From an optimization exercise on the open Yosys and OpenROAD flow, aimed at small area and a short achievable clock period; shortcuts taken in it are not production practice.
In this exercise RTL edits were held to simulation tests only and were not proved equivalent to the original.
The clock port is modelled as an ideal driver; clocking choices that lean on that would not hold on a real chip.

==> v20: inputs <==
## CPU_Top
module CPU_Top #(
    parameter ADDR_WIDTH = 32,
    parameter DAT_WIDTH = 32
) (
    input   clk,
    input   rst_n,
    output  [ADDR_WIDTH - 1 : 0]    im_PC_o,
    output  [ADDR_WIDTH - 1 : 0]    im_next_PC_o,
    input   [ADDR_WIDTH - 1 : 0]    im_wdata_i,
    output  [4 : 0]                 rs1_o,
    output  [4 : 0]                 rs2_o,
    output  [4 : 0]                 rd_o,
    output  [ADDR_WIDTH - 1 : 0]    ALU_o,
    output  [ADDR_WIDTH - 1 : 0]    memory_data_o,
    output  [ADDR_WIDTH - 1 : 0]    store_data_o
);
Settings: LEC_CHECK=0, ABC_CLOCK_PERIOD_IN_PS=3000, CAP_MARGIN=20, CORE_MARGIN=2, CORE_UTILIZATION=65, PLACE_DENSITY=0.72, SLEW_MARGIN=20, SYNTH_HIERARCHICAL=1, SYNTH_MINIMUM_KEEP_SIZE=0; clock period 20.0 ns.
standard.sh (not shown) runs the stock make flow with config.mk's settings and CLKGATE_MAP_FILE= SYNTH_SCRIPT=/design/flow/synth_recipe.tcl, a recipe that flattens the netlist after the stock synthesis.
==> flow/flow/run.sh <==
#!/bin/bash
# Layout flow: the standard synthesis unchanged, then the ORFS stages
# with these changes:
# - combinational cells set to their smallest size before floorplanning
#   (flow/downsize.tcl); repair_design and the sizing below grow them back
#   where timing needs it;
# - a lighter clock tree (no dummy loads, larger sink clusters);
# - ORFS's setup repair left at its default margin, and instead a greedy
#   sizing of the worst paths (flow/gsize.tcl) after CTS and after global
#   routing (flow/post_cts.tcl, flow/post_grt.tcl).
# Each stage's output goes to its own log file here; ORFS's own logs stay
# under orfs/logs.
set -euo pipefail
export FLOW_FLOW_DIR=$PWD/flow
export FLOW_GS_ITER=${FLOW_GS_ITER:-800}
bash standard.sh synth > log_1_synth.txt 2>&1
EXTRA=(
  MATCH_CELL_FOOTPRINT=0
  "PRE_FLOORPLAN_TCL=$PWD/flow/downsize.tcl"
  "POST_CTS_TCL=$PWD/flow/post_cts.tcl"
  "POST_GLOBAL_ROUTE_TCL=$PWD/flow/post_grt.tcl"
  "BUFFER_PORTS_ARGS=-buffer_cell sky130_fd_sc_hd__buf_4"
  "CTS_ARGS=-sink_clustering_enable -repair_clock_nets -dont_use_dummy_load -sink_clustering_size 25 -sink_clustering_max_diameter 100"
)
STAGES=${FLOW_STAGES:-floorplan place cts route finish}
n=2
for s in $STAGES; do
  bash standard.sh "${EXTRA[@]}" $s > log_${n}_$s.txt 2>&1
  n=$((n+1))
done
==> flow/flow/post_cts.tcl <==
# Hook after CTS (POST_CTS_TCL): greedy sizing of the worst setup paths
# (flow/gsize.tcl) on placement parasitics, repair of the slew and
# capacitance limits the larger cells may have broken, then re-legalize.
source $::env(FLOW_FLOW_DIR)/gsize.tcl
set ::gs_est_mode -placement
set_propagated_clock [all_clocks]
estimate_parasitics -placement
puts "post_cts: worst slack before sizing [sta::worst_slack -max]"
gs_run 300 0.10 0.0 1200
estimate_parasitics $::gs_est_mode
repair_design_helper
detailed_placement
check_placement -verbose
estimate_parasitics -placement
puts "post_cts: worst slack after sizing [sta::worst_slack -max]"
==> flow/flow/post_grt.tcl <==
# Hook after global routing (POST_GLOBAL_ROUTE_TCL): greedy sizing of the
# worst setup paths (flow/gsize.tcl) on global-route parasitics, repair of
# the slew and capacitance limits, then re-legalize and re-route the
# changed nets.
source $::env(FLOW_FLOW_DIR)/gsize.tcl
set ::gs_est_mode -global_routing
set_propagated_clock [all_clocks]
global_route -start_incremental
estimate_parasitics -global_routing
puts "post_grt: worst slack before sizing [sta::worst_slack -max]"
gs_run 100 0.05 0.0 400
estimate_parasitics $::gs_est_mode
repair_design_helper
detailed_placement
global_route -end_incremental -congestion_report_file $::env(REPORTS_DIR)/congestion_post_gsize.rpt
check_placement -verbose
estimate_parasitics -global_routing
puts "post_grt: worst slack after sizing [sta::worst_slack -max]"
report_check_types -max_slew -max_capacitance -violators
write_guides $::env(RESULTS_DIR)/route.guide
Other scripts of this flow, unchanged in this note and not shown: flow/flow/downsize.tcl, flow/flow/gsize.tcl
==> v18: changes against v20 <==
--- a/flow/design.v
+++ b/flow/design.v
@@ -1,11 +1,10 @@
 module cpu_ks32 (
     input  [31:0] g,
     input  [31:0] p,
     input         cin,
-    output [31:0] s,
-    output [31:0] nc
+    output [31:0] s
 );
 wire [31:0] G [0:5];
 wire [31:0] P [0:5];
 assign G[0] = g;
 assign P[0] = p;
@@ -35,16 +34,10 @@
                 assign P[l+1][i] = (l % 2 == 0) ? 1'b1 : 1'b0;
             end
         end
     end
 endgenerate
-assign nc[0] = ~cin;
-generate
-    for (i = 1; i < 32; i++) begin : g_nc
-        assign nc[i] = G[5][i-1];
-    end
-endgenerate
 cpu_xor2 us0 (.a(p[0]), .b(cin), .y(s[0]));
 generate
     for (i = 1; i < 32; i++) begin : g_s
         cpu_xnor2 us (.a(p[i]), .b(G[5][i-1]), .y(s[i]));
     end
@@ -199,13 +192,10 @@
 cpu_nor3 u_m1 (.a(o[3]), .b(o[4]), .c(o[5]), .y(m[1]));
 cpu_nor2 u_m2 (.a(o[6]), .b(o[7]), .y(m[2]));
 cpu_nand4     u_y  (.a(m[0]), .b(m[1]), .c(m[2]), .d(tn), .y(y));
 cpu_nand4_dup u_y2 (.a(m[0]), .b(m[1]), .c(m[2]), .d(tn), .y(y2));
 endmodule
-module cpu_mux2_dup (input d0, d1, s, output y);
-assign y = s ? d1 : d0;
-endmodule
 module CPU_Top #(
     parameter ADDR_WIDTH = 32,
     parameter DAT_WIDTH = 32
 ) (
     input   clk,
@@ -323,11 +313,11 @@
         end
     end
 endgenerate
 assign store_data_o = rdata2;
 wire [31:0] in2 = alu_src ? imm : rdata2;
-wire [31:0] alu_b, alu_g, alu_p, alu_sum, alu_nc;
+wire [31:0] alu_b, alu_g, alu_p, alu_sum;
 generate
     for (gb = 0; gb < 32; gb++) begin : g_gp
         wire e1 = alu_src ? imm[gb] ^ alu_sub : ~alu_sub;
         wire e0 = alu_src ? imm[gb] ^ alu_sub : alu_sub;
         cpu_mux2 ub (.d0(e0), .d1(e1), .s(rdata2[gb]), .y(alu_b[gb]));
@@ -337,20 +327,18 @@
         end else begin : g_n
             cpu_and2 ug (.a(rdata1[gb]), .b(alu_b[gb]), .y(alu_g[gb]));
         end
     end
 endgenerate
-cpu_ks32 u_add (.g(alu_g), .p(alu_p), .cin(alu_sub), .s(alu_sum), .nc(alu_nc));
+cpu_ks32 u_add (.g(alu_g), .p(alu_p), .cin(alu_sub), .s(alu_sum));
 wire [31:0] alu_lg = alu_and ? (rdata1 & in2) :
                      alu_or  ? (rdata1 | in2) :
                      alu_xor ? (rdata1 ^ in2) : 32'b0;
 wire [31:0] alu_res;
 generate
     for (gb = 0; gb < 32; gb++) begin : g_res
-        wire r1 = (alu_arith & ~alu_p[gb]) | alu_lg[gb];
-        wire r0 = (alu_arith & alu_p[gb]) | alu_lg[gb];
-        cpu_mux2 u (.d0(r1), .d1(r0), .s(alu_nc[gb]), .y(alu_res[gb]));
+        cpu_ao21 u (.a1(alu_arith), .a2(alu_sum[gb]), .b(alu_lg[gb]), .y(alu_res[gb]));
     end
 endgenerate
 assign ALU_o = alu_res;
 logic [31:0] dm   [0:63];
 logic [63:0] dm_v;
@@ -435,17 +423,15 @@
         wire [63:0] col;
         for (gi = 0; gi < 64; gi++) begin : g_c
             assign col[gi] = dm[gi][gb];
         end
         wire wx, nwx;
-        wire x1 = (wb_a & ~alu_p[gb]) | wb_b[gb];
-        wire x0 = (wb_a & alu_p[gb]) | wb_b[gb];
         if (gb < 6) begin : g_wx
-            cpu_mux2_dup ux (.d0(x1), .d1(x0), .s(alu_nc[gb]), .y(wx));
+            cpu_ao21_dup ux (.a1(wb_a), .a2(alu_sum[gb]), .b(wb_b[gb]), .y(wx));
             assign nwx = 1'b1;
         end else begin : g_nwx
-            cpu_mux2_dup ux (.d0(~x1), .d1(~x0), .s(alu_nc[gb]), .y(nwx));
+            cpu_aoi21 ux (.a1(wb_a), .a2(alu_sum[gb]), .b(wb_b[gb]), .y(nwx));
             assign wx = 1'b0;
         end
         if (gb < 6) begin : g_lo
             wire [31:0] rv;
             for (gi = 0; gi < 32; gi++) begin : g_r
--- a/flow/flow/post_cts.tcl
+++ b/flow/flow/post_cts.tcl
@@ -5,11 +5,10 @@
 set ::gs_est_mode -placement
 set_propagated_clock [all_clocks]
 estimate_parasitics -placement
 puts "post_cts: worst slack before sizing [sta::worst_slack -max]"
 gs_run 300 0.10 0.0 1200
-estimate_parasitics $::gs_est_mode
 repair_design_helper
 detailed_placement
 check_placement -verbose
 estimate_parasitics -placement
 puts "post_cts: worst slack after sizing [sta::worst_slack -max]"
--- a/flow/flow/post_grt.tcl
+++ b/flow/flow/post_grt.tcl
@@ -7,11 +7,10 @@
 set_propagated_clock [all_clocks]
 global_route -start_incremental
 estimate_parasitics -global_routing
 puts "post_grt: worst slack before sizing [sta::worst_slack -max]"
 gs_run 100 0.05 0.0 400
-estimate_parasitics $::gs_est_mode
 repair_design_helper
 detailed_placement
 global_route -end_incremental -congestion_report_file $::env(REPORTS_DIR)/congestion_post_gsize.rpt
 check_placement -verbose
 estimate_parasitics -global_routing
==> qor summary <==
| metric | v18 | v20 |
|---|---|---|
| Outcome | stopped before the end | stopped before the end |
| Stage where the flow stopped | 4_1_cts | 5_1_grt |
| Site Rows | 162 | 163 |
| Number of instances in the placed design | 15100 | 15100 |
| Mean Syn Cell Area | 10.6 um^2 | 10.6 um^2 |
| Pre-CTS setup slack | 5.34 ns | 5.67 ns |
| Total placed instance area | 136000 um^2 | 136000 um^2 |
| Post-detailed-placement half-perimeter wirelength | 350000 um | 360000 um |
| Synthesized net count | 12200 | 12200 |
| IO buf count | 208 | 208 |
| Initial core utilization | 65.5% | 65.3% |
| Summed instance area of the synthesized netlist | 128000 um^2 | 129000 um^2 |
| Die X-Extent | 448 um | 449 um |
| Total number of yosys warnings | 14 | 14 |
| Die Height | 448 um | 449 um |
| Number of placed I/O pins | 209 | 209 |
| Number of standard cells after synthesis | 12000 | 12100 |
| Global placer's final weighted congestion | 1.08 | 1.09 |
